This is an optimization exercise on Yosys and OpenROAD, whose aim is small area, not a production implementation.
Where RTL was checked, it was by simulation tests only, not by an equivalence proof against the original.
Function not checked in runs 1, 5 and 6: the RTL went through the layout flow alone.
The flow treats the clock pin as an ideal source, which a real chip does not have.
Power figures rest on the tool's default switching activity, not on a simulated workload.

File: flow/constraint.sdc
create_clock -name core_clock -period 3.0 [get_ports {Hclk}]
set_input_delay 0.6000 -clock core_clock [delete_from_list [all_inputs] [get_ports {Hclk}]]
set_output_delay 0.6000 -clock core_clock [all_outputs]
set_load 0.01 [all_outputs]
File: flow/config.mk
export PLATFORM = sky130hd
export DESIGN_NAME = BridgeTop
export DESIGN_NICKNAME = BridgeTop
export VERILOG_FILES = /design/flow/design.v
export SDC_FILE = /design/flow/constraint.sdc
export NUM_CORES = 4
export LEC_CHECK = 0
export CAP_MARGIN = 20
export CORE_MARGIN = 2
export CORE_UTILIZATION = 40
export GPL_TIMING_DRIVEN = 0
export SLEW_MARGIN = 20
export BUFFER_PORTS_ARGS = -buffer_cell sky130_fd_sc_hd__buf_1
export POST_FLOORPLAN_TCL = /design/flow/flow/downsize.tcl
export CTS_ARGS = -sink_clustering_enable -repair_clock_nets -dont_use_dummy_load -buf_list sky130_fd_sc_hd__clkbuf_4 -root_buf sky130_fd_sc_hd__clkbuf_8
File: flow/flow/extra.mk
export BUFFER_PORTS_ARGS = -buffer_cell sky130_fd_sc_hd__buf_1
export POST_FLOORPLAN_TCL = @FLOWDIR@/downsize.tcl
export CTS_ARGS = -sink_clustering_enable -repair_clock_nets -dont_use_dummy_load -buf_list sky130_fd_sc_hd__clkbuf_4 -root_buf sky130_fd_sc_hd__clkbuf_8
File: flow/standard.sh
#!/bin/bash
# synth_recipe.tcl (not shown) runs the flow's synth.tcl, then flattens the netlist and writes it again
# the make line also repeats each setting of config.mk as NAME=value (left out here)
make -C /OpenROAD-flow-scripts/flow DESIGN_CONFIG=/design/flow/config.mk WORK_HOME=/design/flow/orfs CLKGATE_MAP_FILE= SYNTH_SCRIPT=/design/flow/synth_recipe.tcl "${@:-finish}"
File: flow/design.v
`timescale 1ns / 1ps
module BridgeTop(Hclk, Hresetn, Hwrite, Hreadyin, Hreadyout, Hwdata, Haddr, Htrans,
                Prdata, Penable, Pwrite, Pselx, Paddr, Pwdata, Hresp, Hrdata);
input Hclk, Hresetn, Hwrite, Hreadyin;
input [1:0] Htrans;
input [31:0] Hwdata, Haddr, Prdata;
output reg Penable, Pwrite, Hreadyout;
output [1:0] Hresp;
output reg [2:0] Pselx;
output reg [31:0] Paddr, Pwdata;
output [31:0] Hrdata;
assign Hrdata = Prdata;
assign Hresp = 2'b00;
localparam [2:0] S_IDLE   = 3'b000,
                 S_WWAIT  = 3'b001,
                 S_READ   = 3'b011,
                 S_WRITE  = 3'b111,
                 S_WRITEP = 3'b101,
                 S_ENABLE = 3'b100,
                 S_WEPR   = 3'b110,
                 S_WEPW   = 3'b010;
wire in_win = Haddr[31] & ~Haddr[30] & ~Haddr[29] & ~Haddr[28] & ~(Haddr[27] & Haddr[26]);
wire valid  = Hreadyin & Htrans[1] & in_win;
wire [2:0] selx = in_win ? {Haddr[27], Haddr[26], ~(Haddr[27] | Haddr[26])} : 3'b000;
reg [2:0] state, state_n;
reg [31:0] a_q, d_q;
always @(*) begin
    case (state)
        S_WWAIT, S_WEPW: state_n = valid ? S_WRITEP : S_WRITE;
        S_READ:          state_n = S_ENABLE;
        S_WRITE:         state_n = ~valid ? S_ENABLE : (Hwrite ? S_WEPW : S_WEPR);
        S_WRITEP:        state_n = Hwrite ? S_WEPW : S_WEPR;
        S_WEPR:          state_n = S_READ;
        default:         state_n = ~valid ? S_IDLE : (Hwrite ? S_WWAIT : S_READ);
    endcase
end
wire st_rd  = (state == S_READ);
wire st_wr  = (state == S_WRITE) | (state == S_WRITEP);
wire st_en  = (state == S_ENABLE) | (state == S_WEPR) | (state == S_WEPW);
wire st_sel = ~((state == S_IDLE) | (state == S_WWAIT));
wire hold   = (state == S_WEPW) & valid;
wire ld_a  = st_rd | st_wr;
wire ld_d  = st_wr;
wire a_new = Hresetn & ~hold;
wire a_old = Hresetn & hold;
wire p_new = Hresetn & ld_a;
wire p_old = Hresetn & ~ld_a;
wire w_new = Hresetn & ld_d;
wire w_old = Hresetn & ~ld_d;
always @(posedge Hclk) begin
    a_q    <= ({32{a_new}} & Haddr)  | ({32{a_old}} & a_q);
    d_q    <= ({32{a_new}} & Hwdata) | ({32{a_old}} & d_q);
    Paddr  <= ({32{p_new}} & a_q)    | ({32{p_old}} & Paddr);
    Pwdata <= ({32{w_new}} & d_q)    | ({32{w_old}} & Pwdata);
end
always @(posedge Hclk) begin
    if (~Hresetn) begin
        state      <= S_IDLE;
        Pwrite     <= 1'b0;
        Pselx      <= 3'b000;
        Penable    <= 1'b0;
        Hreadyout  <= 1'b0;
    end else begin
        state      <= state_n;
        if (ld_a)
            Pwrite <= st_wr;
        Pselx      <= st_sel ? selx : 3'b000;
        Penable    <= st_en;
        Hreadyout  <= ~ld_a;
    end
end
endmodule
File: flow/flow/run.sh
#!/bin/bash
# Own flow: the standard ORFS layout (standard.sh) with extra settings
# appended to config.mk from flow/extra.mk:
#  - port buffers from sky130_fd_sc_hd__buf_1 (every port still gets one),
#  - combinational cells from synthesis set to their smallest drive before
#    placement (repair_design and repair_timing upsize where needed),
#  - clock tree options.
# Each tool's full output is in standard_flow.log and the ORFS logs under orfs/logs.
set -euo pipefail
FLOWDIR=$(cd "$(dirname "${BASH_SOURCE[0]}")" && pwd)
sed "s#@FLOWDIR@#$FLOWDIR#g" "$FLOWDIR/extra.mk" >> config.mk
bash standard.sh > standard_flow.log 2>&1
File: flow/flow/downsize.tcl
# Runs after floorplan (POST_FLOORPLAN_TCL):
#  1. remove the buffers synthesis inserted;
#  2. give each net with more than WIDE loads a strong driver (see below);
#  3. set every other combinational cell to the smallest drive of its family.
# Flip-flops keep the cell synthesis gave them.
set WIDE 16
remove_buffers
set block [ord::get_db_block]
set db [ord::get_db]

proc skip_master {m} {
  return [regexp {__(df|edf|sdf|sedf|dl|conb|tap|fill|decap|diode|clk)} $m]
}
proc out_iterm {inst} {
  foreach it [$inst getITerms] {
    if {[$it isOutputSignal]} { return $it }
  }
  return ""
}
proc smallest {base} {
  set db [ord::get_db]
  set best ""
  set ba 1e18
  foreach d {0 1 2 4} {
    set cm [$db findMaster "${base}_$d"]
    if {$cm eq "NULL" || $cm eq ""} { continue }
    if {[$cm getArea] < $ba} { set best "${base}_$d"; set ba [$cm getArea] }
  }
  return $best
}
proc fanout {inst} {
  set o [out_iterm $inst]
  if {$o eq ""} { return 0 }
  set net [$o getNet]
  if {$net eq "NULL"} { return 0 }
  return [expr {[llength [$net getITerms]] + [llength [$net getBTerms]] - 1}]
}

set BUFM [$db findMaster sky130_fd_sc_hd__buf_4]
set nbuf 0
set wide {}
foreach inst [$block getInsts] {
  set m [[$inst getMaster] getName]
  if {[skip_master $m]} { continue }
  if {![regexp {^(sky130_fd_sc_hd__[a-z0-9]+)_([0-9]+)$} $m -> base drive]} { continue }
  set o [out_iterm $inst]
  if {$o eq ""} { continue }
  set net [$o getNet]
  if {$net eq "NULL" || [llength [$net getBTerms]] > 0} { continue }
  if {[fanout $inst] <= $WIDE} { continue }
  lappend wide $inst
}
foreach inst $wide {
  set m [[$inst getMaster] getName]
  regexp {^(sky130_fd_sc_hd__[a-z0-9]+)_([0-9]+)$} $m -> base drive
  set fam [string range $base 16 end]
  set small [smallest $base]
  set m4 [$db findMaster "${base}_4"]
  set noninv [expr {![regexp {(n|i|oi|ai|bai|boi)$} $fam] || [regexp {^(and|buf|a2bb2o|o2bb2a)} $fam]}]
  if {$noninv && $m4 ne "NULL" && $m4 ne "" &&
      [$m4 getArea] - [[$db findMaster $small] getArea] <= [$BUFM getArea]} {
    replace_cell [$inst getName] "${base}_4"
    continue
  }
  if {$small ne $m} { replace_cell [$inst getName] $small }
  set o [out_iterm $inst]
  set net [$o getNet]
  set loads {}
  foreach it [$net getITerms] { if {$it ne $o} { lappend loads $it } }
  set b [odb::dbInst_create $block $BUFM "[$inst getName]_widebuf"]
  set nn [odb::dbNet_create $block "[$net getName]_wide"]
  foreach ld $loads { $ld disconnect; $ld connect $nn }
  [$b findITerm A] connect $net
  [$b findITerm X] connect $nn
  incr nbuf
}
puts "downsize.tcl: [llength $wide] wide nets, $nbuf buffers added"

set n 0
foreach inst [$block getInsts] {
  if {$inst in $wide} { continue }
  set m [[$inst getMaster] getName]
  if {![regexp {^(sky130_fd_sc_hd__[a-z0-9]+)_([0-9]+)$} $m -> base drive]} { continue }
  if {[skip_master $m] || [string match "*_widebuf" [$inst getName]]} { continue }
  set best [smallest $base]
  if {$best ne "" && $best ne $m} {
    replace_cell [$inst getName] $best
    incr n
  }
}
puts "downsize.tcl: resized $n cells"
==> reports/metrics.csv, run 1 <==
metric;value;unit
outcome;complete, no violations;
regToRegSetupSlack;1.10;ns
cellLeakagePower;1.85;nW
r2r_start;state[0]$_SDFF_PN0_;
rows;38;
path_class;primary input to flip-flop;
async_flop_share;0;%
slew_violations;0;
cp_max_fo;64;
synth_top_flop_cell;dfxtp_1;
crit_path_start_kind;primary input;
wl_per_cell;17.8;um
synth_fa_ha_area_share;0;%
worst_slew_pin_slew;0.835;ns
cts_num_sinks;137;
maxCapViolCount;0;
cts-buffers-inserted;17;
wl;10700;um
cts_tree;yes;
setup-tns-final;0;ns
timing.rr.end;Paddr[18]$_DFF_P_;
fmax;424;MHz
layout_commonest_cell;buf_1;
areaGrowthSynthToFinish;9.33;%
setup_violations;0;
end_kind;flip-flop;
ctsResizeCount;0;
synth_cell_types;27;
rr_worst_depth;5;
dieArea;12100;um2
ys_ff_latch;137;
finalClockSkew;0.0352;ns
finalNetCount;563;
slew_headroom;44.2;%
route.met3.wl;1550;um
clkTransAtPathRegs;0.11;ns
slowest_delay;0.64;ns
hold_depth;2;
path_delay_family;simple AND/OR/NAND/NOR gates;
final_layout_size_suffix_gt1_share;5.01;%
rsz0062_at_grt;no;
grt_pass1_vias;3099;
ios;206;
vias_per_cell;5.38;
first_pass_iters;4;
cts_root_buf;clkbuf_8;
hold_violations;0;
synth_compound_area_share;26.4;%
power_density;586;nW/um2
gr-total-overflow;0;
die-width;110;um
synthesis.instances;359;
synth_top_area_cell;dfxtp_1;
clk_path_buf_depth;2;
top_layer_used;met4;
wl_met2;4270;um
yosys-top-cells-area;dfxtp_1 (61%), a22o_1 (25%), buf_4 (5.7%);
core_region_area;10900;um2
antenna_cells;0;
fin_ws;0.644;ns
yosysWarnings;1;
place.gp.congestion;0.695;
irDropWorstVdd;0.407;mV
place_ws;0.285;ns
min_to;d_q[20]$_DFF_P_;
grt_usage;17.6;%
wl_met1;4740;um
grt_pass1_wl;16100;um
die_h;110;um
drtAntennaViolNets;0;
cts_htree_levels;4;
antenna_found_initial;0;
synth_xor_area_share;0;%
synth_edf_count;0;
crit_slowest_cell;buf_4;
clk_latency;0.39;ns
fin_crit_sh;78.5;%
hpwl;6770;um
grt_max_degree;65;
synth_top_area_share;60.9;%
synthMuxAreaShare;0.222;%
synthSimpleGateAreaFrac;3.00;%
synth_area;4500;um2
hp-start;Hwdata[20];
fin_crit;2.36;ns
crit_chain;buf_1 > nor4b_1 > nand4_1 > nor4_1 > buf_4 > a22o_1;
worstPathArrival;2.67;ns
start_util;41.2;%
drt_iter0_markers;226;
cts_setup_buffers;0;
syn_avg_cell_area;12.5;um2
io_buffers;138;
via_count;3220;
final_cell_mix;buf_1 (138), dfxtp_1 (137), a22o_1 (128);
cp.buffers_inverters;2;
hold_class;primary input to flip-flop;
holdBufCountCts;0;
ys_seq_area_share;60.9;%
crit_required;3.32;ns
synth_top_family_by_area;compound AO/OA/AOI/OAI gates;
drc;0;
stage by stage:
step | area, um2 | util, % | hold slack [ns] | std cells | power, mW
finish | 4920 | 45.0 | 0.414 | 599 | 2.89
detailed placement | 4790 | 43.8 | 0.453 | 582 | 2.13
CTS | 4920 | 45.0 | 0.380 | 599 | 2.94
global placement | 4790 | 43.8 | 0.450 | 582 | 2.13
global route | 4920 | 45.0 | 0.385 | 599 | 3.03
floorplan | 4510 | - | 0.443 | 360 | 2.11
registers in the layout, indices dropped and copies added (netlist names):
name and flops:
a_q 32, Penable 1, d_q 32, Pwdata 32
Pselx 3, Hreadyout 1, state 3, Paddr 32
Pwrite 1
cells in the mapped netlist, drive strengths merged (2+ instances only):
| master | count |
|---|---|
| a21boi | 2 |
| a21oi | 2 |
| a22o | 128 |
| and2 | 2 |
| buf | 50 |
| clkbuf | 10 |
| dfxtp | 137 |
| inv | 3 |
| nand2 | 5 |
| nor2 | 5 |
| nor4 | 2 |
| o21ai | 3 |
worst max path at each step:
stage / start / endpoint / slack (ns) / depth (start not counted)
after floorplan: Haddr[28] / a_q[10]$_DFF_P_ / 0.95 / 6
after global placement: Haddr[28] / a_q[9]$_DFF_P_ / 0.34 / 6
after global routing: Haddr[28] / a_q[17]$_DFF_P_ / 0.47 / 6
after detailed placement: Haddr[28] / a_q[17]$_DFF_P_ / 0.28 / 6
after CTS: Haddr[28] / a_q[17]$_DFF_P_ / 0.67 / 6
final: Haddr[28] / a_q[17]$_DFF_P_ / 0.64 / 6
cells by family (layout without fill, tap and decap cells):
logic type             Yosys count  in the layout
and+or+nand+nor                 18             18
muxes                            1              1
DFF                            137            137
AOI/OAI and AO/OA              139            139
other                            1              2
buffers and inverters           63            162
final cells by class:
cell class	instances	area, um2
plain buffers	4	30.0
clock buffers	17	134
fillers	1058	6010
inverters	3	11.3
multi-input cells	160	1310
flip-flops and latches	137	2740
well taps	140	175
repair buffers	138	518
per-layer routing:
| metal | up-vias | global-route usage (%) |
|---|---|---|
| met1 | 1538 | 22.7 |
| met4 | 0 | 5.89 |
| met2 | 167 | 22.8 |
| li1 | 1503 | - |
| met5 | - | 2.23 |
| met3 | 12 | 12.0 |
report_power, final:
part,internal [mW],total (mW),switching (mW)
clock network,0.279,0.794,0.516
registers,1.88,1.92,0.0394
logic,0.0780,0.171,0.0930
==> run 2, diff against run 1 <==
--- a/flow/design.v
+++ b/flow/design.v
@@ -6,7 +6,7 @@
 input [31:0] Hwdata, Haddr, Prdata;
 output reg Penable, Pwrite, Hreadyout;
 output [1:0] Hresp;
-output reg [2:0] Pselx;
+output [2:0] Pselx;
 output reg [31:0] Paddr, Pwdata;
 output [31:0] Hrdata;
 assign Hrdata = Prdata;
@@ -21,7 +21,9 @@
                  S_WEPW   = 3'b010;
 wire in_win = Haddr[31] & ~Haddr[30] & ~Haddr[29] & ~Haddr[28] & ~(Haddr[27] & Haddr[26]);
 wire valid  = Hreadyin & Htrans[1] & in_win;
-wire [2:0] selx = in_win ? {Haddr[27], Haddr[26], ~(Haddr[27] | Haddr[26])} : 3'b000;
+reg  [1:0] psel_q;
+wire [1:0] selc = in_win ? {Haddr[27] | Haddr[26], ~Haddr[26]} : 2'b00;
+assign Pselx = {psel_q[1] & psel_q[0], psel_q[1] & ~psel_q[0], ~psel_q[1] & psel_q[0]};
 reg [2:0] state, state_n;
 reg [31:0] a_q, d_q;
 always @(*) begin
@@ -57,14 +59,14 @@
     if (~Hresetn) begin
         state      <= S_IDLE;
         Pwrite     <= 1'b0;
-        Pselx      <= 3'b000;
+        psel_q     <= 2'b00;
         Penable    <= 1'b0;
         Hreadyout  <= 1'b0;
     end else begin
         state      <= state_n;
         if (ld_a)
             Pwrite <= st_wr;
-        Pselx      <= st_sel ? selx : 3'b000;
+        psel_q     <= st_sel ? selc : 2'b00;
         Penable    <= st_en;
         Hreadyout  <= ~ld_a;
     end
==> reports/metrics.csv, run 2 <==
metric;value;unit;change
die-width;110;um;about the same
fin_area;4910;um2;was 4920 um2
ys_seq_area_share;60.5;%;was 60.9%
synthTopCellsByCount;dfxtp_1 (136), a22o_1 (128), buf_4 (34);;was dfxtp_1 (137), a22o_1 (128), buf_4 (34)
hpwl;6730;um;was 6770 um
cts_tree;yes;;unchanged
cts_num_sinks;136;;was 137
drc;0;;unchanged
synth_top_area_cell;dfxtp_1;;unchanged
clkTransAtPathRegs;0.11;ns;about the same
synthSimpleGateAreaFrac;3.73;%;was 3.00%
vias_per_cell;5.32;;was 5.38
wl;10600;um;was 10,700 um
antenna_found_initial;0;;unchanged
grt_pass1_vias;3061;;was 3,099
ctsResizeCount;0;;unchanged
setup_violations;0;;unchanged
die_h;110;um;about the same
slew_violations;0;;unchanged
dieArea;12100;um2;about the same
wl_met2;4170;um;was 4270 um
crit_required;3.31;ns;was 3.32 ns
holdBufCountCts;0;;unchanged
via_count;3194;;was 3,220
yosysMostFrequentCell;dfxtp_1;;unchanged
antenna_cells;0;;unchanged
core_region_area;10900;um2;about the same
irDropWorstVdd;0.314;mV;was 0.407 mV
maxCapViolCount;0;;unchanged
clk_path_buf_depth;2;;unchanged
synth_fa_ha_area_share;0;%;unchanged
finalClockSkew;0.0410;ns;was 0.0352 ns
fin_crit;2.37;ns;was 2.36 ns
cts_htree_levels;4;;unchanged
synth_top_family_by_area;compound AO/OA/AOI/OAI gates;;unchanged
rows;38;;unchanged
wl_met1;4810;um;was 4740 um
grt_usage;17.7;%;was 17.6%
io_buffers;138;;unchanged
dpl_cell_area;4770;um2;was 4790 um2
syn_avg_cell_area;12.4;um2;was 12.5 um2
synth_area;4500;um2;about the same
cts_root_buf;clkbuf_8;;unchanged
wl_per_cell;17.6;um;was 17.8 um
yosysWarnings;1;;unchanged
outcome;complete, no violations;;unchanged
top_layer_used;met4;;unchanged
crit_path_start_kind;primary input;;unchanged
synth_cell_types;28;;was 27
grt_pass1_wl;16100;um;about the same
clk_latency;0.41;ns;was 0.39 ns
hold_violations;0;;unchanged
cp_max_fo;64;;unchanged
place.gp.congestion;0.708;;was 0.695
areaGrowthSynthToFinish;9.09;%;was 9.33%
start_util;41.3;%;was 41.2%
synth_top_flop_cell;dfxtp_1;;unchanged
ios;206;;unchanged
drt_iter0_markers;239;;was 226
fin_crit_sh;79.0;%;was 78.5%
yosys-top-cells-area;dfxtp_1 (61%), a22o_1 (25%), buf_4 (5.7%);;unchanged
final_layout_size_suffix_gt1_share;5.00;%;was 5.01%
async_flop_share;0;%;unchanged
slew_headroom;45.5;%;was 44.2%
synth_top_area_share;60.5;%;was 60.9%
final_cell_mix;buf_1 (138), dfxtp_1 (136), a22o_1 (128);;was buf_1 (138), dfxtp_1 (137), a22o_1 (128)
ys_ff_latch;136;;was 137
synth_compound_area_share;26.1;%;was 26.4%
route.met3.wl;1480;um;was 1550 um
first_pass_iters;4;;unchanged
path_class;primary input to flip-flop;;unchanged
end_kind;flip-flop;;unchanged
rsz0062_at_grt;no;;unchanged
finalNetCount;564;;was 563
drtAntennaViolNets;0;;unchanged
hold_class;primary input to flip-flop;;unchanged
fmax;422;MHz;was 424 MHz
worstPathArrival;2.68;ns;was 2.67 ns
cts_setup_buffers;0;;unchanged
synth_edf_count;0;;unchanged
fin_ws;0.629;ns;was 0.644 ns
cellLeakagePower;1.86;nW;was 1.85 nW
layout_commonest_cell;buf_1;;unchanged
gr-total-overflow;0;;unchanged
synthesis.instances;363;;was 359
nFillCells;1031;;was 1,058
worst_slew_pin_slew;0.815;ns;was 0.835 ns
grt_max_degree;65;;unchanged
setup-tns-final;0;ns;unchanged
synthMuxAreaShare;0.222;%;about the same
cts-buffers-inserted;17;;unchanged
synth_xor_area_share;0;%;unchanged
power_density;584;nW/um2;was 586 nW/um2
place_ws;0.257;ns;was 0.285 ns
## run 2: cell count changes after synthesis, sizes merged, moves of 2 or more
cell and delta:
nor2b +2, clkbuf +5, nor2 +2, buf -3, o21ai -2
## run 2: layout make-up
type                            instances  area [um2]  share of cell area, %
Tap cell                              140         175                   3.57
Buffer                                  3        22.5                  0.459
Inverter                                2        7.51                  0.153
Sequential cell                       136        2720                   55.5
Clock buffer                           17         134                   2.73
Multi-Input combinational cell        164        1330                   27.1
Timing Repair Buffer                  138         518                   10.6
## run 2: metrics by stage
stage                     utilization, %  hold slack (ns)  instances  total power [mW]
after detailed placement            43.9            0.450        583              2.11
after global placement              43.9            0.448        583              2.11
after floorplan                        -            0.443        364              2.09
after global routing                45.1            0.385        600              3.00
after CTS                           45.1            0.375        600              2.90
final                               45.1            0.403        600              2.87
## run 2: final timing paths
check,end,cells after the start,slack [ns],start
worst min register to register,Pwdata[23]$_DFF_P_,1,0.43,d_q[23]$_DFF_P_
worst max register to register,a_q[7]$_DFF_P_,4,1.19,state[1]$_SDFF_PN0_
worst max-delay path,a_q[7]$_DFF_P_,6,0.63,Haddr[28]
worst min-delay path,d_q[4]$_DFF_P_,2,0.40,Hwdata[4]
## run 2: cells by family after synthesis
kind of cell           Yosys count
other                            1
buffers and inverters           64
flip-flops                     136
AO/OA/AOI/OAI                  136
AND/OR/NAND/NOR                 25
multiplexers                     1
## run 2: power breakdown
part	leakage [nW]	switching, mW	total, mW	internal, mW
sequential	1.11	0.0379	1.90	1.87
clock	0.0808	0.521	0.799	0.278
combinational	0.661	0.0879	0.165	0.0769
total	1.86	0.647	2.87	2.22
## run 2: metal layers
metal  vias to the layer above  track usage [%]
met5                         -             2.23
met4                         0             5.70
li1                       1508                -
met3                         8             11.9
met1                      1510             23.1
met2                       168             23.0
## run 2: worst max-delay path, stage by stage
cell and delay [ns]:
buf_1 0.09, nor4b_1 0.38, nand4_1 0.35, nor4_1 0.36
buf_4 0.66, a22o_1 0.23
==> run 3, diff against run 2 <==
==> flow/flow/extra.mk (replaced) <==
export BUFFER_PORTS_ARGS = -buffer_cell sky130_fd_sc_hd__buf_1
export POST_FLOORPLAN_TCL = @FLOWDIR@/downsize.tcl
export CTS_ARGS = -sink_clustering_enable -repair_clock_nets -dont_use_dummy_load -buf_list sky130_fd_sc_hd__clkbuf_4 -root_buf sky130_fd_sc_hd__clkbuf_8
export PRE_CTS_TCL = @FLOWDIR@/mycts.tcl
export MYCTS_BUF = sky130_fd_sc_hd__clkbuf_16
export MYCTS_K = 4
==> flow/flow/mycts.tcl (new file) <==
# Manual clock tree: the clock port drives MYCTS_K buffers (MYCTS_BUF); the
# flip-flops are split into MYCTS_K balanced groups by position (recursive
# bisection) and each group is driven by one buffer placed at its centroid.
# TritonCTS is then told to skip these nets.
set block [ord::get_db_block]
set db [ord::get_db]
set clk_net [$block findNet Hclk]
set bufm [$db findMaster $::env(MYCTS_BUF)]
set K $::env(MYCTS_K)

set sinks {}
foreach it [$clk_net getITerms] {
  set inst [$it getInst]
  set loc [$inst getLocation]
  set w [[$inst getMaster] getWidth]
  set h [[$inst getMaster] getHeight]
  lappend sinks [list $it [expr {[lindex $loc 0] + $w/2}] [expr {[lindex $loc 1] + $h/2}]]
}
puts "mycts: [llength $sinks] sinks"

proc bisect {items k} {
  if {$k <= 1} { return [list $items] }
  set xs [lmap s $items {lindex $s 1}]
  set ys [lmap s $items {lindex $s 2}]
  set dx [expr {[tcl::mathfunc::max {*}$xs] - [tcl::mathfunc::min {*}$xs]}]
  set dy [expr {[tcl::mathfunc::max {*}$ys] - [tcl::mathfunc::min {*}$ys]}]
  set idx [expr {$dx >= $dy ? 1 : 2}]
  set sorted [lsort -integer -index $idx $items]
  set k1 [expr {$k / 2}]
  set n1 [expr {[llength $sorted] * $k1 / $k}]
  set a [lrange $sorted 0 [expr {$n1 - 1}]]
  set b [lrange $sorted $n1 end]
  return [concat [bisect $a $k1] [bisect $b [expr {$k - $k1}]]]
}

set groups [bisect $sinks $K]
set bw [$bufm getWidth]
set bh [$bufm getHeight]
set i 0
set nets {Hclk}
foreach g $groups {
  set sx 0; set sy 0
  foreach s $g { set sx [expr {$sx + [lindex $s 1]}]; set sy [expr {$sy + [lindex $s 2]}] }
  set cx [expr {int($sx / [llength $g] - $bw / 2)}]
  set cy [expr {int($sy / [llength $g] - $bh / 2)}]
  set b [odb::dbInst_create $block $bufm "mycts_buf_$i"]
  set n [odb::dbNet_create $block "mycts_net_$i"]
  $n setSigType CLOCK
  [$b findITerm A] connect $clk_net
  [$b findITerm X] connect $n
  foreach s $g {
    set it [lindex $s 0]
    $it disconnect
    $it connect $n
  }
  $b setLocation $cx $cy
  $b setPlacementStatus PLACED
  lappend nets "mycts_net_$i"
  puts "mycts: buffer $i drives [llength $g] sinks at ($cx, $cy)"
  incr i
}
$clk_net setSigType CLOCK
global_connect
detailed_placement
set_cts_config -skip_nets $nets
--- a/flow/config.mk
+++ b/flow/config.mk
@@ -13,3 +13,6 @@
 export BUFFER_PORTS_ARGS = -buffer_cell sky130_fd_sc_hd__buf_1
 export POST_FLOORPLAN_TCL = /design/flow/flow/downsize.tcl
 export CTS_ARGS = -sink_clustering_enable -repair_clock_nets -dont_use_dummy_load -buf_list sky130_fd_sc_hd__clkbuf_4 -root_buf sky130_fd_sc_hd__clkbuf_8
+export PRE_CTS_TCL = /design/flow/flow/mycts.tcl
+export MYCTS_BUF = sky130_fd_sc_hd__clkbuf_16
+export MYCTS_K = 4
==> reports/metrics.csv, run 3 <==
metric;value;unit;change
fin_crit;2.58;ns;was 2.37 ns
drt_iter0_markers;194;;was 239
fin_crit_sh;86.1;%;was 79.0%
final_layout_size_suffix_gt1_share;2.24;%;was 5.00%
crit_slowest_cell;buf_4;;unchanged
finalNetCount;551;;was 564
ios;206;;unchanged
areaGrowthSynthToFinish;8.34;%;was 9.09%
yosysMostFrequentCell;dfxtp_1;;unchanged
outcome;complete, no violations;;unchanged
antenna_found_initial;0;;unchanged
path_class;primary input to flip-flop;;unchanged
yosys-top-cells-area;dfxtp_1 (61%), a22o_1 (25%), buf_4 (5.7%);;unchanged
drtAntennaViolNets;0;;unchanged
power_density;565;nW/um2;was 584 nW/um2
grt_usage;16.1;%;was 17.7%
worstPathArrival;2.71;ns;was 2.68 ns
clk_latency;0.18;ns;was 0.41 ns
nFillCells;1023;;was 1,031
crit_chain;buf_1 > nor4b_1 > nand4_1 > nor4_1 > buf_4 > a22o_1;;unchanged
grt_max_degree;65;;unchanged
synth_cell_types;28;;unchanged
synth_top_flop_cell;dfxtp_1;;unchanged
layout_commonest_cell;buf_1;;unchanged
start_util;41.3;%;unchanged
cellLeakagePower;1.82;nW;was 1.86 nW
synthesis.instances;363;;unchanged
route.met3.wl;1480;um;about the same
core_region_area;10900;um2;unchanged
gr-total-overflow;0;;unchanged
rsz0062_at_grt;no;;unchanged
wl_met1;4900;um;was 4810 um
hp-start;Pwrite$_SDFFE_PN0N_;;was Hwdata[4]
crit_start;Haddr[28];;unchanged
vias_per_cell;5.36;;was 5.32
antenna_cells;0;;unchanged
dp_cells;583;;unchanged
setup_violations;0;;unchanged
io_buffers;138;;unchanged
place.gp.congestion;0.708;;unchanged
total_power;2.76;mW;was 2.87 mW
slowest_delay;0.62;ns;was 0.66 ns
ys_ff_latch;136;;unchanged
finalClockSkew;0.00876;ns;was 0.0410 ns
slew_headroom;44.6;%;was 45.5%
worst_slew_pin_slew;0.829;ns;was 0.815 ns
hpwl;6730;um;unchanged
setup-tns-final;0;ns;unchanged
drc;0;;unchanged
wl_met2;3980;um;was 4170 um
maxCapViolCount;0;;unchanged
ctsResizeCount;0;;unchanged
hold_ws;0.464;ns;was 0.403 ns
dieArea;12100;um2;unchanged
wl;10400;um;was 10,600 um
synthTopCellsByCount;dfxtp_1 (136), a22o_1 (128), buf_4 (34);;unchanged
first_pass_iters;4;;unchanged
ys_seq_area_share;60.5;%;unchanged
path_delay_family;simple AND/OR/NAND/NOR gates;;unchanged
grt_pass1_wl;15600;um;was 16,100 um
yosysWarnings;1;;unchanged
clkTransAtPathRegs;0.12;ns;was 0.11 ns
cp.buffers_inverters;2;;unchanged
cts_setup_buffers;0;;unchanged
synth_top_area_cell;dfxtp_1;;unchanged
fmax;387;MHz;was 422 MHz
crit_path_start_kind;primary input;;unchanged
synth_area;4500;um2;unchanged
holdBufCountCts;0;;unchanged
cp_max_fo;64;;unchanged
via_count;3148;;was 3,194
die_h;110;um;unchanged
irDropWorstVdd;0.390;mV;was 0.314 mV
rows;38;;unchanged
final_cells;587;;was 600
die-width;110;um;unchanged
final_cell_mix;buf_1 (138), dfxtp_1 (136), a22o_1 (128);;unchanged
async_flop_share;0;%;unchanged
synth_top_area_share;60.5;%;unchanged
crit_required;3.12;ns;was 3.31 ns
hold_violations;0;;unchanged
end_kind;flip-flop;;unchanged
synth_edf_count;0;;unchanged
slew_violations;0;;unchanged
hold_class;flip-flop to flip-flop;;was primary input to flip-flop
grt_pass1_vias;2925;;was 3,061
r2r_start;state[1]$_SDFF_PN0_;;unchanged
top_layer_used;met4;;unchanged
wl_per_cell;17.7;um;was 17.6 um
syn_avg_cell_area;12.4;um2;unchanged
-- run 3: cell count changes in the layout (fill, tap and decap cells not counted) --
cell	change
clkbuf_8	-1
clkbuf_4	-16
clkbuf_16	+4
-- run 3: tightest hold or removal path: stages, from the launching register on --
cell and delay (ns):
dfxtp_1 0.33, nand2_1 0.05, a21oi_1 0.05
-- run 3: cells by family (layout without fill, tap and decap cells) --
family | count (synthesis) | after routing | synth area share, %
muxes | 1 | 1 | 0.222
AOI/OAI and AO/OA | 136 | 136 | 26.1
buffers and inverters | 64 | 147 | 9.37
and+or+nand+nor | 25 | 25 | 3.73
other | 1 | 2 | 0.0833
DFF | 136 | 136 | 60.5
-- run 3: worst paths after layout --
kind                                       endpoint  slack [ns]  cells past startpoint
worst max-delay path                d_q[25]$_DFF_P_        0.42                      6
worst min-delay path            Pwrite$_SDFFE_PN0N_        0.46                      2
worst max register to register      d_q[25]$_DFF_P_        1.21                      4
worst min register to register  Pwrite$_SDFFE_PN0N_        0.46                      2
-- run 3: metrics by stage --
step                      util, %  area, um2  setup WS (ns)
after floorplan                 -       4500          0.954
after global placement       43.9       4770          0.326
after detailed placement     43.9       4770          0.257
after CTS                    44.8       4870          0.249
after global routing         44.8       4870          0.168
final                        44.8       4870          0.416
-- run 3: report_power, final --
part	leakage [nW]	switching (mW)	internal, mW
logic	0.661	0.0879	0.0769
registers	1.11	0.0382	1.87
clock network	0.0493	0.436	0.250
-- run 3: metal layers --
metal	global-route usage (%)	up-vias
met3	8.41	2
li1	-	1484
met1	23.4	1505
met2	21.9	157
met5	2.23	-
met4	0.814	0
-- run 3: final cells by class --
| class | instances | area (um2) | area share [%] |
|---|---|---|---|
| inverters | 2 | 7.51 | 0.154 |
| plain buffers | 7 | 123 | 2.52 |
| flip-flops and latches | 136 | 2720 | 55.9 |
| repair buffers | 138 | 518 | 10.6 |
| multi-input cells | 164 | 1330 | 27.3 |
| well taps | 140 | 175 | 3.59 |
==> run 4, diff against run 3 <==
--- a/flow/flow/extra.mk
+++ b/flow/flow/extra.mk
@@ -4,3 +4,4 @@
 export PRE_CTS_TCL = @FLOWDIR@/mycts.tcl
 export MYCTS_BUF = sky130_fd_sc_hd__clkbuf_16
 export MYCTS_K = 4
+export SKIP_REPAIR_TIE_FANOUT = 1
--- a/flow/config.mk
+++ b/flow/config.mk
@@ -16,3 +16,4 @@
 export PRE_CTS_TCL = /design/flow/flow/mycts.tcl
 export MYCTS_BUF = sky130_fd_sc_hd__clkbuf_16
 export MYCTS_K = 4
+export SKIP_REPAIR_TIE_FANOUT = 1
==> reports/metrics.csv, run 4 <==
metric;value;unit;change
outcome;complete, no violations;;unchanged
r2r_start;state[1]$_SDFF_PN0_;;unchanged
worstPathArrival;2.65;ns;was 2.71 ns
fin_crit;2.53;ns;was 2.58 ns
synth_top_family_by_area;compound AO/OA/AOI/OAI gates;;unchanged
end_kind;flip-flop;;unchanged
ys_ff_latch;136;;unchanged
path_class;primary input to flip-flop;;unchanged
synth_cell_types;28;;unchanged
setup-tns-final;0;ns;unchanged
fmax;396;MHz;was 387 MHz
dieArea;12100;um2;unchanged
yosysWarnings;1;;unchanged
hpwl;6680;um;was 6730 um
cts_setup_buffers;0;;unchanged
rr_worst_depth;4;;unchanged
first_pass_iters;5;;was 4
grt_max_degree;65;;unchanged
nFillCells;1065;;was 1,023
clkTransAtPathRegs;0.12;ns;about the same
drtAntennaViolNets;0;;unchanged
cellLeakagePower;1.82;nW;about the same
yosys-top-cells-area;dfxtp_1 (61%), a22o_1 (25%), buf_4 (5.7%);;unchanged
place_ws;0.303;ns;was 0.257 ns
crit_slowest_cell;buf_4;;unchanged
antenna_cells;0;;unchanged
place.gp.congestion;0.727;;was 0.708
power_density;567;nW/um2;was 565 nW/um2
slew_headroom;47.9;%;was 44.6%
dp_cells;582;;was 583
clk_latency;0.18;ns;about the same
cp_num_cells;6;;unchanged
slew_violations;0;;unchanged
layout_commonest_cell;buf_1;;unchanged
synthSimpleGateAreaFrac;3.73;%;unchanged
worst_slew_pin_slew;0.780;ns;was 0.829 ns
path_delay_family;simple AND/OR/NAND/NOR gates;;unchanged
final_util;44.7;%;was 44.8%
vias_per_cell;5.39;;was 5.36
ios;206;;unchanged
final_cell_mix;buf_1 (138), dfxtp_1 (136), a22o_1 (128);;unchanged
hold_violations;0;;unchanged
die_h;110;um;unchanged
crit_required;3.12;ns;about the same
crit_chain;buf_1 > nor4b_1 > nand4_1 > nor4_1 > buf_4 > a22o_1;;unchanged
yosysMostFrequentCell;dfxtp_1;;unchanged
drc;0;;unchanged
synth_area;4500;um2;unchanged
hold_class;flip-flop to flip-flop;;unchanged
dpl_cell_area;4770;um2;about the same
synth_edf_count;0;;unchanged
synthesis.instances;363;;unchanged
io_buffers;138;;unchanged
synth_top_area_share;60.5;%;unchanged
antenna_found_initial;0;;unchanged
maxCapViolCount;0;;unchanged
async_flop_share;0;%;unchanged
finalClockSkew;0.00407;ns;was 0.00876 ns
cp_max_fo;64;;unchanged
fin_crit_sh;84.2;%;was 86.1%
wl_per_cell;17.6;um;was 17.7 um
core_region_area;10900;um2;unchanged
crit_path_start_kind;primary input;;unchanged
synth_top_area_cell;dfxtp_1;;unchanged
ys_seq_area_share;60.5;%;unchanged
regToRegSetupSlack;1.29;ns;was 1.21 ns
fin_ws;0.473;ns;was 0.416 ns
cp.buffers_inverters;2;;unchanged
syn_avg_cell_area;12.4;um2;unchanged
synth_compound_area_share;26.1;%;unchanged
rsz0062_at_grt;no;;unchanged
crit_start;Haddr[28];;unchanged
rows;38;;unchanged
finalNetCount;550;;was 551
grt_pass1_vias;3027;;was 2,925
wl;10300;um;was 10,400 um
setup_violations;0;;unchanged
final_cells;586;;was 587
via_count;3160;;was 3,148
slowest_delay;0.64;ns;was 0.62 ns
synth_xor_area_share;0;%;unchanged
final_layout_size_suffix_gt1_share;2.24;%;about the same
timing.rr.end;a_q[22]$_DFF_P_;;was d_q[25]$_DFF_P_
start_util;41.3;%;unchanged
gr-total-overflow;0;;unchanged
die-width;110;um;unchanged
ctsResizeCount;0;;unchanged
synthMuxAreaShare;0.222;%;unchanged
synth_top_flop_cell;dfxtp_1;;unchanged
fin_area;4870;um2;about the same
drt_iter0_markers;186;;was 194
grt_usage;15.8;%;was 16.1%
areaGrowthSynthToFinish;8.26;%;was 8.34%
synth_fa_ha_area_share;0;%;unchanged
crit_end;a_q[22]$_DFF_P_;;was d_q[25]$_DFF_P_
synthTopCellsByCount;dfxtp_1 (136), a22o_1 (128), buf_4 (34);;unchanged
grt_pass1_wl;15600;um;about the same
irDropWorstVdd;0.376;mV;was 0.390 mV
holdBufCountCts;0;;unchanged
==> run 4: cell families after synthesis <==
group,after synthesis
AOI/OAI and AO/OA,136
buffers and inverters,64
DFF,136
muxes,1
other,1
and+or+nand+nor,25
==> run 4: tightest hold or removal path: stages (launching register included) <==
cell and delay [ns]:
dfxtp_1 0.33, nand2_1 0.05, a21oi_1 0.05
==> run 4: per-layer routing <==
metal / part of all wire (%) / track usage, % / wire length [um]
met1: 46 / 22.3 / 4790
met4: 0.96 / 1.36 / 99
met2: 40 / 22.6 / 4100
met5: 0 / 1.79 / 0
met3: 13 / 7.58 / 1310
==> run 4: worst min path at each step <==
stage	start	end	cells after the start
2_1_floorplan	a_q[0]$_DFF_P_	a_q[0]$_DFF_P_	1
3_3_place_gp	a_q[9]$_DFF_P_	Paddr[9]$_DFF_P_	1
3_5_place_dp	a_q[6]$_DFF_P_	Paddr[6]$_DFF_P_	1
4_1_cts	d_q[25]$_DFF_P_	Pwdata[25]$_DFF_P_	1
5_1_grt	a_q[27]$_DFF_P_	Paddr[27]$_DFF_P_	1
6_report	Pwrite$_SDFFE_PN0N_	Pwrite$_SDFFE_PN0N_	2
==> run 4: power breakdown <==
part / switching (mW) / internal, mW
combinational: 0.0876 / 0.0769
clock: 0.441 / 0.250
sequential: 0.0378 / 1.87
==> run 4: cell type report <==
type / instances / area (um2) / area share, %
flip-flops and latches: 136 / 2720 / 55.9
plain buffers: 7 / 123 / 2.52
multi-input cells: 163 / 1330 / 27.2
repair buffers: 138 / 518 / 10.6
well taps: 140 / 175 / 3.60
inverters: 2 / 7.51 / 0.154
==> run 4: per-stage QoR <==
step / total power [mW] / hold WS, ns
2_1_floorplan: 2.09 / 0.443
3_3_place_gp: 2.11 / 0.451
3_5_place_dp: 2.11 / 0.453
4_1_cts: 2.63 / 0.455
5_1_grt: 2.86 / 0.501
6_report: 2.76 / 0.469
==> run 5, diff against run 4 <==
--- a/flow/design.v
+++ b/flow/design.v
@@ -6,7 +6,7 @@
 input [31:0] Hwdata, Haddr, Prdata;
 output reg Penable, Pwrite, Hreadyout;
 output [1:0] Hresp;
-output [2:0] Pselx;
+output reg [2:0] Pselx;
 output reg [31:0] Paddr, Pwdata;
 output [31:0] Hrdata;
 assign Hrdata = Prdata;
@@ -21,9 +21,7 @@
                  S_WEPW   = 3'b010;
 wire in_win = Haddr[31] & ~Haddr[30] & ~Haddr[29] & ~Haddr[28] & ~(Haddr[27] & Haddr[26]);
 wire valid  = Hreadyin & Htrans[1] & in_win;
-reg  [1:0] psel_q;
-wire [1:0] selc = in_win ? {Haddr[27] | Haddr[26], ~Haddr[26]} : 2'b00;
-assign Pselx = {psel_q[1] & psel_q[0], psel_q[1] & ~psel_q[0], ~psel_q[1] & psel_q[0]};
+wire [2:0] selx = in_win ? {Haddr[27], Haddr[26], ~(Haddr[27] | Haddr[26])} : 3'b000;
 reg [2:0] state, state_n;
 reg [31:0] a_q, d_q;
 always @(*) begin
@@ -59,14 +57,14 @@
     if (~Hresetn) begin
         state      <= S_IDLE;
         Pwrite     <= 1'b0;
-        psel_q     <= 2'b00;
+        Pselx      <= 3'b000;
         Penable    <= 1'b0;
         Hreadyout  <= 1'b0;
     end else begin
         state      <= state_n;
         if (ld_a)
             Pwrite <= st_wr;
-        psel_q     <= st_sel ? selc : 2'b00;
+        Pselx      <= st_sel ? selx : 3'b000;
         Penable    <= st_en;
         Hreadyout  <= ~ld_a;
     end
--- a/flow/flow/extra.mk
+++ b/flow/flow/extra.mk
@@ -4,4 +4,3 @@
 export PRE_CTS_TCL = @FLOWDIR@/mycts.tcl
 export MYCTS_BUF = sky130_fd_sc_hd__clkbuf_16
 export MYCTS_K = 4
-export SKIP_REPAIR_TIE_FANOUT = 1
--- a/flow/config.mk
+++ b/flow/config.mk
@@ -16,4 +16,3 @@
 export PRE_CTS_TCL = /design/flow/flow/mycts.tcl
 export MYCTS_BUF = sky130_fd_sc_hd__clkbuf_16
 export MYCTS_K = 4
-export SKIP_REPAIR_TIE_FANOUT = 1
==> reports/metrics.csv, run 5 <==
metric;value;unit;change
outcome;complete, no violations;;unchanged
rr_worst_depth;4;;unchanged
areaGrowthSynthToFinish;8.58;%;was 8.26%
wl_per_cell;18.1;um;was 17.6 um
clkTransAtPathRegs;0.12;ns;about the same
start_util;41.2;%;was 41.3%
regArea;2740;um2;was 2720 um2
grt_max_degree;65;;unchanged
final_cells;586;;unchanged
place.gp.congestion;0.695;;was 0.727
async_flop_share;0;%;unchanged
regToRegSetupSlack;1.13;ns;was 1.29 ns
clk_latency;0.18;ns;about the same
cp_max_fo;64;;unchanged
rows;38;;unchanged
holdBufCountCts;0;;unchanged
hpwl;6770;um;was 6680 um
final_layout_size_suffix_gt1_share;2.24;%;unchanged
slew_violations;0;;unchanged
dieArea;12100;um2;about the same
synth_area;4500;um2;about the same
syn_avg_cell_area;12.5;um2;was 12.4 um2
maxCapViolCount;0;;unchanged
hold_class;flip-flop to flip-flop;;unchanged
setup-tns-final;0;ns;unchanged
synth_top_area_cell;dfxtp_1;;unchanged
vias_per_cell;5.40;;was 5.39
synthesis.instances;359;;was 363
p_seq_share;69.0;%;about the same
grt_pass1_vias;2972;;was 3,027
synth_edf_count;0;;unchanged
cts_setup_buffers;0;;unchanged
die_h;110;um;about the same
multiInputGateArea;1310;um2;was 1330 um2
finalClockSkew;0.00734;ns;was 0.00407 ns
antenna_found_initial;0;;unchanged
ctsResizeCount;0;;unchanged
final_cell_mix;buf_1 (138), dfxtp_1 (137), a22o_1 (128);;was buf_1 (138), dfxtp_1 (136), a22o_1 (128)
fin_crit;2.54;ns;was 2.53 ns
cellLeakagePower;1.82;nW;about the same
path_class;primary input to flip-flop;;unchanged
r2r_start;state[1]$_SDFF_PN0_;;unchanged
rsz0062_at_grt;no;;unchanged
top_layer_used;met4;;unchanged
timing.rr.end;a_q[17]$_DFF_P_;;was a_q[22]$_DFF_P_
grt_usage;16.1;%;was 15.8%
p_int;2.21;mW;was 2.19 mW
irDropWorstVdd;0.430;mV;was 0.376 mV
nFillCells;1048;;was 1,065
ys_ff_latch;137;;was 136
end_kind;flip-flop;;unchanged
slew_headroom;44.6;%;was 47.9%
setup_violations;0;;unchanged
grt_pass1_wl;15800;um;was 15,600 um
worstPathArrival;2.67;ns;was 2.65 ns
core_region_area;10900;um2;about the same
wl;10600;um;was 10,300 um
yosysMostFrequentCell;dfxtp_1;;unchanged
die-width;110;um;about the same
hold_depth;1;;was 2
power_density;569;nW/um2;was 567 nW/um2
fmax;394;MHz;was 396 MHz
drt_iter0_markers;224;;was 186
wl_met1;4930;um;was 4790 um
synth_cell_types;27;;was 28
crit_required;3.13;ns;was 3.12 ns
synthTopCellsByCount;dfxtp_1 (137), a22o_1 (128), buf_4 (34);;was dfxtp_1 (136), a22o_1 (128), buf_4 (34)
hold_violations;0;;unchanged
wl_met2;4120;um;was 4100 um
pwr-share-comb;6.1;%;was 6.0%
gr-total-overflow;0;;unchanged
synth_top_flop_cell;dfxtp_1;;unchanged
drc;0;;unchanged
yosys-top-cells-area;dfxtp_1 (61%), a22o_1 (25%), buf_4 (5.7%);;unchanged
crit_path_start_kind;primary input;;unchanged
finalNetCount;550;;unchanged
fin_crit_sh;84.6;%;was 84.2%
route.met3.wl;1430;um;was 1310 um
power_switching;574;uW;was 566 uW
min_to;Paddr[12]$_DFF_P_;;was Pwrite$_SDFFE_PN0N_
ios;206;;unchanged
dp_cells;582;;unchanged
power.switching_fraction;20.6;%;was 20.5%
first_pass_iters;4;;was 5
pwr-share-clk;24.9;%;was 25.0%
antenna_cells;0;;unchanged
via_count;3165;;was 3,160
hp-start;a_q[12]$_DFF_P_;;was Pwrite$_SDFFE_PN0N_
yosysWarnings;1;;unchanged
worst_slew_pin_slew;0.829;ns;was 0.780 ns
synth_top_area_share;60.9;%;was 60.5%
layout_commonest_cell;buf_1;;unchanged
drtAntennaViolNets;0;;unchanged
crit_start;Haddr[28];;unchanged
ys_seq_area_share;60.9;%;was 60.5%
io_buffers;138;;unchanged
-- run 5: changes by cell type after synthesis, sizes merged, moves of 2 or more --
| cell | delta |
|---|---|
| o21ai | +2 |
| buf | +3 |
| nor2 | -2 |
| clkbuf | -5 |
| nor2b | -2 |
-- run 5: layout make-up --
cell class	count	share of cell area, %
flip-flops and latches	137	56.1
multi-input cells	160	26.9
repair buffers	138	10.6
well taps	140	3.58
plain buffers	8	2.66
inverters	3	0.230
-- run 5: worst max-delay path, stage by stage --
cell and delay (ns):
buf_1 0.10, nor4b_1 0.39, nand4_1 0.34, nor4_1 0.32
buf_4 0.65, a22o_1 0.24
-- run 5: worst max-delay path by stage --
stage	endpoint	slack (ns)	depth (start not counted)
floorplan	a_q[10]$_DFF_P_	0.95	6
global placement	a_q[9]$_DFF_P_	0.34	6
detailed placement	a_q[17]$_DFF_P_	0.28	6
CTS	a_q[17]$_DFF_P_	0.26	6
global route	a_q[17]$_DFF_P_	0.26	6
finish	a_q[17]$_DFF_P_	0.46	6
-- run 5: per-stage QoR --
| stage | total power, mW | setup WS [ns] | cell area [um2] | hold slack, ns | utilization, % |
|---|---|---|---|---|---|
| global route | 2.89 | 0.264 | 4890 | 0.497 | 44.7 |
| floorplan | 2.11 | 0.953 | 4510 | 0.443 | - |
| detailed placement | 2.13 | 0.285 | 4790 | 0.453 | 43.8 |
| CTS | 2.66 | 0.257 | 4890 | 0.453 | 44.7 |
| finish | 2.78 | 0.461 | 4890 | 0.480 | 44.7 |
| global placement | 2.13 | 0.338 | 4790 | 0.450 | 43.8 |
-- run 5: metal layers --
layer	track usage [%]	vias up
li1	-	1481
met1	23.0	1523
met2	22.1	156
met3	8.23	5
met4	1.43	0
met5	2.23	-
-- run 5: cell families (layout without fill, tap and decap cells) --
family                 Yosys count  count (layout)  share of synthesized area [%]
other                            1               2                         0.0833
AO/OA/AOI/OAI                  139             139                           26.4
AND/OR/NAND/NOR                 18              18                           3.00
buffers and inverters           63             149                           9.36
flip-flops                     137             137                           60.9
multiplexers                     1               1                          0.222
-- run 5: power groups by stage --
stage	Combinational [mW]	Clock (mW)	Sequential, mW
after floorplan	0.154	0	1.95
after global placement	0.168	0	1.96
after detailed placement	0.172	0	1.96
after CTS	0.173	0.521	1.96
after global routing	0.190	0.770	1.93
final	0.171	0.692	1.92
==> run 6, diff against run 5 <==
--- a/flow/config.mk
+++ b/flow/config.mk
@@ -7,7 +7,7 @@
 export LEC_CHECK = 0
 export CAP_MARGIN = 20
 export CORE_MARGIN = 2
-export CORE_UTILIZATION = 40
+export CORE_UTILIZATION = 55
 export GPL_TIMING_DRIVEN = 0
 export SLEW_MARGIN = 20
 export BUFFER_PORTS_ARGS = -buffer_cell sky130_fd_sc_hd__buf_1
==> reports/metrics.csv, run 6 <==
metric;value;unit;change
slew_headroom;47.3;%;was 44.6%
regToRegSetupSlack;1.16;ns;was 1.13 ns
ios;206;;unchanged
ys_ff_latch;137;;unchanged
first_pass_iters;4;;unchanged
end_kind;flip-flop;;unchanged
maxCapViolCount;0;;unchanged
final_cells;551;;was 586
vias_per_cell;5.66;;was 5.40
drt_iter0_markers;112;;was 224
io_buffers;138;;unchanged
start_util;55.7;%;was 41.2%
fin_ws;0.479;ns;was 0.461 ns
dp_cells;547;;was 582
yosys-top-cells-area;dfxtp_1 (61%), a22o_1 (25%), buf_4 (5.7%);;unchanged
async_flop_share;0;%;unchanged
outcome;complete, no violations;;unchanged
die_h;94.5;um;was 110 um
finalNetCount;550;;unchanged
rsz0062_at_grt;no;;unchanged
core_region_area;8090;um2;was 10,900 um2
clk_latency;0.18;ns;about the same
hold_class;flip-flop to flip-flop;;unchanged
crit_required;3.12;ns;was 3.13 ns
total_power;2.78;mW;about the same
cellLeakagePower;1.82;nW;unchanged
place.gp.congestion;0.760;;was 0.695
ys_seq_area_share;60.9;%;unchanged
power_switching;568;uW;was 574 uW
setup_violations;0;;unchanged
synth_edf_count;0;;unchanged
antenna_found_initial;0;;unchanged
min_to;Pwrite$_SDFFE_PN0N_;;was Paddr[12]$_DFF_P_
rows;33;;was 38
synth_compound_area_share;26.4;%;unchanged
timing.rr.end;d_q[15]$_DFF_P_;;was a_q[17]$_DFF_P_
grt_pass1_wl;15100;um;was 15,800 um
p_int;2.21;mW;about the same
setup-tns-final;0;ns;unchanged
synth_fa_ha_area_share;0;%;unchanged
pwr-share-clk;24.8;%;was 24.9%
holdBufCountCts;0;;unchanged
path_class;primary input to flip-flop;;unchanged
power.switching_fraction;20.4;%;was 20.6%
wl;10400;um;was 10,600 um
dieArea;8930;um2;was 12,100 um2
die-width;94.5;um;was 110 um
via_count;3116;;was 3,165
fin_crit;2.52;ns;was 2.54 ns
hold_depth;2;;was 1
wl_per_cell;18.9;um;was 18.1 um
synthesis.instances;359;;unchanged
synth_xor_area_share;0;%;unchanged
synth_top_area_cell;dfxtp_1;;unchanged
synth_area;4500;um2;unchanged
r2r_start;state[1]$_SDFF_PN0_;;unchanged
yosysWarnings;1;;unchanged
worst_slew_pin_slew;0.789;ns;was 0.829 ns
irDropWorstVdd;0.397;mV;was 0.430 mV
layout_commonest_cell;buf_1;;unchanged
grt_pass1_vias;2815;;was 2,972
slew_violations;0;;unchanged
hold_violations;0;;unchanged
drtAntennaViolNets;0;;unchanged
finalClockSkew;0.0101;ns;was 0.00734 ns
antenna_cells;0;;unchanged
clkTransAtPathRegs;0.12;ns;about the same
gr-total-overflow;0;;unchanged
synthMuxAreaShare;0.222;%;unchanged
place_ws;0.286;ns;was 0.285 ns
ctsResizeCount;0;;unchanged
hpwl;6690;um;was 6770 um
grt_usage;21.3;%;was 16.1%
synthSimpleGateAreaFrac;3.00;%;unchanged
final_util;59.9;%;was 44.7%
rr_worst_depth;4;;unchanged
cts_setup_buffers;0;;unchanged
yosysMostFrequentCell;dfxtp_1;;unchanged
p_seq_share;69.1;%;was 69.0%
worstPathArrival;2.64;ns;was 2.67 ns
synth_cell_types;27;;unchanged
grt_max_degree;65;;unchanged
final_layout_size_suffix_gt1_share;2.24;%;unchanged
synth_top_flop_cell;dfxtp_1;;unchanged
cp_max_fo;64;;unchanged
crit_path_start_kind;primary input;;unchanged
areaGrowthSynthToFinish;7.61;%;was 8.58%
fin_crit_sh;84.0;%;was 84.6%
syn_avg_cell_area;12.5;um2;unchanged
final_cell_mix;buf_1 (138), dfxtp_1 (137), a22o_1 (128);;unchanged
pwr-share-comb;6.1;%;about the same
drc;0;;unchanged
hp-start;Pwrite$_SDFFE_PN0N_;;was a_q[12]$_DFF_P_
synth_top_family_by_area;compound AO/OA/AOI/OAI gates;;unchanged
power_density;573;nW/um2;was 569 nW/um2
fmax;397;MHz;was 394 MHz
synth_top_area_share;60.9;%;unchanged
synthTopCellsByCount;dfxtp_1 (137), a22o_1 (128), buf_4 (34);;unchanged
==> run 6: cell counts after synthesis <==
No cell type changed its count.
==> run 6: worst max path at each step <==
stage,start,to,slack [ns]
2_1_floorplan,Haddr[28],a_q[10]$_DFF_P_,0.95
3_3_place_gp,Haddr[28],a_q[25]$_DFF_P_,0.30
3_5_place_dp,Haddr[28],a_q[29]$_DFF_P_,0.29
4_1_cts,Haddr[28],a_q[20]$_DFF_P_,0.25
5_1_grt,Haddr[28],a_q[3]$_DFF_P_,0.29
6_report,Haddr[28],d_q[15]$_DFF_P_,0.48
==> run 6: cell type report <==
cell class	instances	area [um2]
inverter	3	11.3
sequential	137	2740
buffer	8	130
tap	105	131
fill	708	3250
multi-input combinational	160	1310
timing repair buffer	138	518
==> run 6: cells by family (layout without fill, tap and decap cells) <==
logic type             after synthesis  after routing
AOI/OAI and AO/OA                  139            139
buffers and inverters               63            149
DFF                                137            137
muxes                                1              1
other                                1              2
and+or+nand+nor                     18             18
==> run 6: metal layers <==
metal / global-route usage [%] / share of wire, % / vias up
met1: 31.6 / 46 / 1487
li1: - / - / 1475
met4: 2.17 / 1.1 / 2
met5: 3.57 / 0.36 / -
met3: 9.66 / 12 / 9
met2: 29.0 / 41 / 143
==> run 6: metrics by stage <==
step                      hold WS (ns)  area (um2)
after floorplan                  0.443        4510
after global placement           0.448        4750
after detailed placement         0.452        4750
after CTS                        0.454        4850
after global routing             0.499        4850
final                            0.483        4850
==> run 6: critical path: stages <==
cell and delay (ns):
buf_1 0.10, nor4b_1 0.38, nand4_1 0.35, nor4_1 0.32, buf_4 0.64, a22o_1 0.23
==> run 6: power groups by stage <==
stage	clock, mW	combinational, mW	sequential, mW
2_1_floorplan	0	0.154	1.95
3_3_place_gp	0	0.168	1.96
3_5_place_dp	0	0.170	1.96
4_1_cts	0.521	0.172	1.96
5_1_grt	0.761	0.188	1.93
6_report	0.688	0.169	1.92
==> run 7, diff against run 6 <==
--- a/flow/design.v
+++ b/flow/design.v
@@ -6,7 +6,7 @@
 input [31:0] Hwdata, Haddr, Prdata;
 output reg Penable, Pwrite, Hreadyout;
 output [1:0] Hresp;
-output reg [2:0] Pselx;
+output [2:0] Pselx;
 output reg [31:0] Paddr, Pwdata;
 output [31:0] Hrdata;
 assign Hrdata = Prdata;
@@ -21,7 +21,9 @@
                  S_WEPW   = 3'b010;
 wire in_win = Haddr[31] & ~Haddr[30] & ~Haddr[29] & ~Haddr[28] & ~(Haddr[27] & Haddr[26]);
 wire valid  = Hreadyin & Htrans[1] & in_win;
-wire [2:0] selx = in_win ? {Haddr[27], Haddr[26], ~(Haddr[27] | Haddr[26])} : 3'b000;
+reg  [1:0] psel_q;
+wire [1:0] selc = in_win ? {Haddr[27] | Haddr[26], ~Haddr[26]} : 2'b00;
+assign Pselx = {psel_q[1] & psel_q[0], psel_q[1] & ~psel_q[0], ~psel_q[1] & psel_q[0]};
 reg [2:0] state, state_n;
 reg [31:0] a_q, d_q;
 always @(*) begin
@@ -57,14 +59,14 @@
     if (~Hresetn) begin
         state      <= S_IDLE;
         Pwrite     <= 1'b0;
-        Pselx      <= 3'b000;
+        psel_q     <= 2'b00;
         Penable    <= 1'b0;
         Hreadyout  <= 1'b0;
     end else begin
         state      <= state_n;
         if (ld_a)
             Pwrite <= st_wr;
-        Pselx      <= st_sel ? selx : 3'b000;
+        psel_q     <= st_sel ? selc : 2'b00;
         Penable    <= st_en;
         Hreadyout  <= ~ld_a;
     end
==> flow/flow/run.sh (replaced) <==
#!/bin/bash
# Own flow: the standard ORFS layout (standard.sh) with extra settings
# appended to config.mk from flow/extra.mk:
#  - port buffers from sky130_fd_sc_hd__buf_1 (every port still gets one),
#  - after floorplan (downsize.tcl): synthesis buffers removed, each wide
#    select net given one strong driver, every other combinational cell set
#    to its smallest drive (repair_design and repair_timing still run),
#  - before CTS (mycts.tcl): the clock port drives four clkbuf_16, each
#    driving the flip-flops of one quarter of the layout; TritonCTS skips
#    these nets,
#  - one tie cell for both Hresp outputs (SKIP_REPAIR_TIE_FANOUT).
# The synthesis is the standard one (standard.sh runs it unchanged).
# Each tool's full output is in standard_flow.log and the ORFS logs under orfs/logs.
set -euo pipefail
FLOWDIR=$(cd "$(dirname "${BASH_SOURCE[0]}")" && pwd)
sed "s#@FLOWDIR@#$FLOWDIR#g" "$FLOWDIR/extra.mk" >> config.mk
bash standard.sh > standard_flow.log 2>&1
==> flow/flow/extra.mk (replaced) <==
export BUFFER_PORTS_ARGS = -buffer_cell sky130_fd_sc_hd__buf_1
export POST_FLOORPLAN_TCL = @FLOWDIR@/downsize.tcl
export CTS_ARGS = -sink_clustering_enable -repair_clock_nets -dont_use_dummy_load -buf_list sky130_fd_sc_hd__clkbuf_4 -root_buf sky130_fd_sc_hd__clkbuf_8
export PRE_CTS_TCL = @FLOWDIR@/mycts.tcl
export MYCTS_BUF = sky130_fd_sc_hd__inv_12
export MYCTS_ROOT = sky130_fd_sc_hd__inv_6
export MYCTS_K = 4
export SKIP_REPAIR_TIE_FANOUT = 1
--- a/flow/flow/mycts.tcl
+++ b/flow/flow/mycts.tcl
@@ -34,10 +34,26 @@
 }
 
 set groups [bisect $sinks $K]
+# Optional root cell (an inverter, with inverting leaves) between the port and
+# the leaf cells.
+set drv_net $clk_net
+if {[info exists ::env(MYCTS_ROOT)] && $::env(MYCTS_ROOT) ne ""} {
+  set rm [$db findMaster $::env(MYCTS_ROOT)]
+  set r [odb::dbInst_create $block $rm "mycts_root"]
+  set drv_net [odb::dbNet_create $block "mycts_root_net"]
+  $drv_net setSigType CLOCK
+  [$r findITerm A] connect $clk_net
+  [$r findITerm Y] connect $drv_net
+  set sx 0; set sy 0
+  foreach s $sinks { set sx [expr {$sx + [lindex $s 1]}]; set sy [expr {$sy + [lindex $s 2]}] }
+  $r setLocation [expr {int($sx / [llength $sinks])}] [expr {int($sy / [llength $sinks])}]
+  $r setPlacementStatus PLACED
+}
 set bw [$bufm getWidth]
 set bh [$bufm getHeight]
 set i 0
 set nets {Hclk}
+if {$drv_net ne $clk_net} { lappend nets mycts_root_net }
 foreach g $groups {
   set sx 0; set sy 0
   foreach s $g { set sx [expr {$sx + [lindex $s 1]}]; set sy [expr {$sy + [lindex $s 2]}] }
@@ -46,8 +62,10 @@
   set b [odb::dbInst_create $block $bufm "mycts_buf_$i"]
   set n [odb::dbNet_create $block "mycts_net_$i"]
   $n setSigType CLOCK
-  [$b findITerm A] connect $clk_net
-  [$b findITerm X] connect $n
+  [$b findITerm A] connect $drv_net
+  set out [$b findITerm X]
+  if {$out eq "NULL"} { set out [$b findITerm Y] }
+  $out connect $n
   foreach s $g {
     set it [lindex $s 0]
     $it disconnect
@@ -63,3 +81,9 @@
 global_connect
 detailed_placement
 set_cts_config -skip_nets $nets
+# cts.tcl runs repair_clock_inverters next, which would copy each leaf
+# inverter once per flip-flop; the tree above is already complete.
+if {[llength [info commands repair_clock_inverters]]} {
+  rename repair_clock_inverters mycts_orig_repair_clock_inverters
+  proc repair_clock_inverters {args} { puts "mycts: repair_clock_inverters skipped" }
+}
--- a/flow/config.mk
+++ b/flow/config.mk
@@ -7,12 +7,14 @@
 export LEC_CHECK = 0
 export CAP_MARGIN = 20
 export CORE_MARGIN = 2
-export CORE_UTILIZATION = 55
+export CORE_UTILIZATION = 40
 export GPL_TIMING_DRIVEN = 0
 export SLEW_MARGIN = 20
 export BUFFER_PORTS_ARGS = -buffer_cell sky130_fd_sc_hd__buf_1
 export POST_FLOORPLAN_TCL = /design/flow/flow/downsize.tcl
 export CTS_ARGS = -sink_clustering_enable -repair_clock_nets -dont_use_dummy_load -buf_list sky130_fd_sc_hd__clkbuf_4 -root_buf sky130_fd_sc_hd__clkbuf_8
 export PRE_CTS_TCL = /design/flow/flow/mycts.tcl
-export MYCTS_BUF = sky130_fd_sc_hd__clkbuf_16
+export MYCTS_BUF = sky130_fd_sc_hd__inv_12
+export MYCTS_ROOT = sky130_fd_sc_hd__inv_6
 export MYCTS_K = 4
+export SKIP_REPAIR_TIE_FANOUT = 1
==> reports/metrics.csv, run 7 <==
metric;value;unit;change
synth_top_area_share;60.5;%;was 60.9%
clk_latency;0.23;ns;was 0.18 ns
finalNetCount;551;;was 550
fin_crit;2.49;ns;was 2.52 ns
rows;38;;was 33
cellLeakagePower;1.81;nW;was 1.82 nW
multiInputGateArea;1330;um2;was 1310 um2
yosysWarnings;1;;unchanged
ctsResizeCount;0;;unchanged
path_class;primary input to flip-flop;;unchanged
place.gp.congestion;0.727;;was 0.760
final_util;44.5;%;was 59.9%
end_kind;flip-flop;;unchanged
power_density;564;nW/um2;was 573 nW/um2
slew_headroom;46.6;%;was 47.3%
dp_cells;582;;was 547
fin_area;4840;um2;was 4850 um2
rsz0062_at_grt;no;;unchanged
grt_usage;15.9;%;was 21.3%
first_pass_iters;4;;unchanged
total_power;2.73;mW;was 2.78 mW
worstPathArrival;2.66;ns;was 2.64 ns
crit_path_start_kind;primary input;;unchanged
fmax;401;MHz;was 397 MHz
cp.buffers_inverters;2;;unchanged
synth_top_flop_cell;dfxtp_1;;unchanged
wl_per_cell;17.5;um;was 18.9 um
die_h;110;um;was 94.5 um
finalClockSkew;0.00402;ns;was 0.0101 ns
hold_class;flip-flop to flip-flop;;unchanged
drc;0;;unchanged
areaGrowthSynthToFinish;7.68;%;was 7.61%
setup-tns-final;0;ns;unchanged
wl;10300;um;was 10,400 um
drtAntennaViolNets;0;;unchanged
dieArea;12100;um2;was 8930 um2
antenna_found_initial;0;;unchanged
grt_pass1_vias;3059;;was 2,815
antenna_cells;0;;unchanged
crit_required;3.17;ns;was 3.12 ns
path_delay_family;simple AND/OR/NAND/NOR gates;;unchanged
async_flop_share;0;%;unchanged
via_count;3191;;was 3,116
die-width;110;um;was 94.5 um
hold_violations;0;;unchanged
ys_ff_latch;136;;was 137
grt_max_degree;65;;unchanged
worst_slew_pin_slew;0.798;ns;was 0.789 ns
layout_commonest_cell;buf_1;;unchanged
ios;206;;unchanged
irDropWorstVdd;0.309;mV;was 0.397 mV
io_buffers;138;;unchanged
synth_edf_count;0;;unchanged
setup_violations;0;;unchanged
grt_pass1_wl;15600;um;was 15,100 um
final_cell_mix;buf_1 (138), dfxtp_1 (136), a22o_1 (128);;was buf_1 (138), dfxtp_1 (137), a22o_1 (128)
synthTopCellsByCount;dfxtp_1 (136), a22o_1 (128), buf_4 (34);;was dfxtp_1 (137), a22o_1 (128), buf_4 (34)
dpl_cell_area;4770;um2;was 4750 um2
synthesis.instances;363;;was 359
crit_slowest_cell;buf_4;;unchanged
core_region_area;10900;um2;was 8090 um2
clkTransAtPathRegs;0.12;ns;about the same
regArea;2720;um2;was 2740 um2
start_util;41.3;%;was 55.7%
regToRegSetupSlack;1.29;ns;was 1.16 ns
syn_avg_cell_area;12.4;um2;was 12.5 um2
nFillCells;1061;;was 708
ys_seq_area_share;60.5;%;was 60.9%
hpwl;6680;um;was 6690 um
synth_top_area_cell;dfxtp_1;;unchanged
cts_setup_buffers;0;;unchanged
gr-total-overflow;0;;unchanged
holdBufCountCts;0;;unchanged
final_layout_size_suffix_gt1_share;2.46;%;was 2.24%
vias_per_cell;5.44;;was 5.66
maxCapViolCount;0;;unchanged
final_cells;587;;was 551
slowest_delay;0.65;ns;was 0.64 ns
drt_iter0_markers;146;;was 112
synth_cell_types;28;;was 27
outcome;complete, no violations;;unchanged
slew_violations;0;;unchanged
cp_max_fo;64;;unchanged
yosysMostFrequentCell;dfxtp_1;;unchanged
fin_crit_sh;83.1;%;was 84.0%
synth_area;4500;um2;about the same
crit_chain;buf_1 > nor4b_1 > nand4_1 > nor4_1 > buf_4 > a22o_1;;unchanged
yosys-top-cells-area;dfxtp_1 (61%), a22o_1 (25%), buf_4 (5.7%);;unchanged
==> run 7: layout make-up <==
cell class                      instances  share of cell area (%)
Buffer                                  3                   0.465
Tap cell                              140                    3.62
Multi-Input combinational cell        163                    27.4
Timing Repair Buffer                  138                    10.7
Sequential cell                       136                    56.2
Inverter                                7                    1.68
==> run 7: per-layer routing <==
metal	GRT usage (%)	wire, um
met2	22.7	4100
met1	22.3	4740
met4	1.72	123
met5	1.79	0
met3	7.64	1330
==> run 7: power by group <==
part	internal, mW	switching, mW
logic	0.0769	0.0873
clock network	0.0792	0.581
registers	1.87	0.0379
==> run 7: worst paths after layout <==
path	startpoint	endpoint	cells after the start
hold / removal	Pwrite$_SDFFE_PN0N_	Pwrite$_SDFFE_PN0N_	2
setup reg to reg	state[1]$_SDFF_PN0_	a_q[4]$_DFF_P_	4
setup / recovery	Haddr[28]	a_q[4]$_DFF_P_	6
hold reg to reg	Pwrite$_SDFFE_PN0N_	Pwrite$_SDFFE_PN0N_	2
==> run 7: cell families (layout without fill, tap and decap cells) <==
logic type	Yosys count	after routing	share of synthesized area [%]
compound gates	136	136	26.1
simple gates	25	25	3.73
flops	136	136	60.5
other cells	1	1	0.0833
buf+inv	64	148	9.37
mux	1	1	0.222
==> run 7: through the flow <==
step	hold slack (ns)	setup WS, ns
after detailed placement	0.453	0.303
after floorplan	0.443	0.954
after global routing	0.501	0.384
final	0.468	0.508
after CTS	0.455	0.282
after global placement	0.451	0.333
==> run 7: worst min-delay path: cells and delay by family, from the launching register on <==
kind | cells | cell delay, ns
AND/OR/NAND/NOR | 1 | 0.05
flip-flops | 1 | 0.33
AO/OA/AOI/OAI | 1 | 0.05
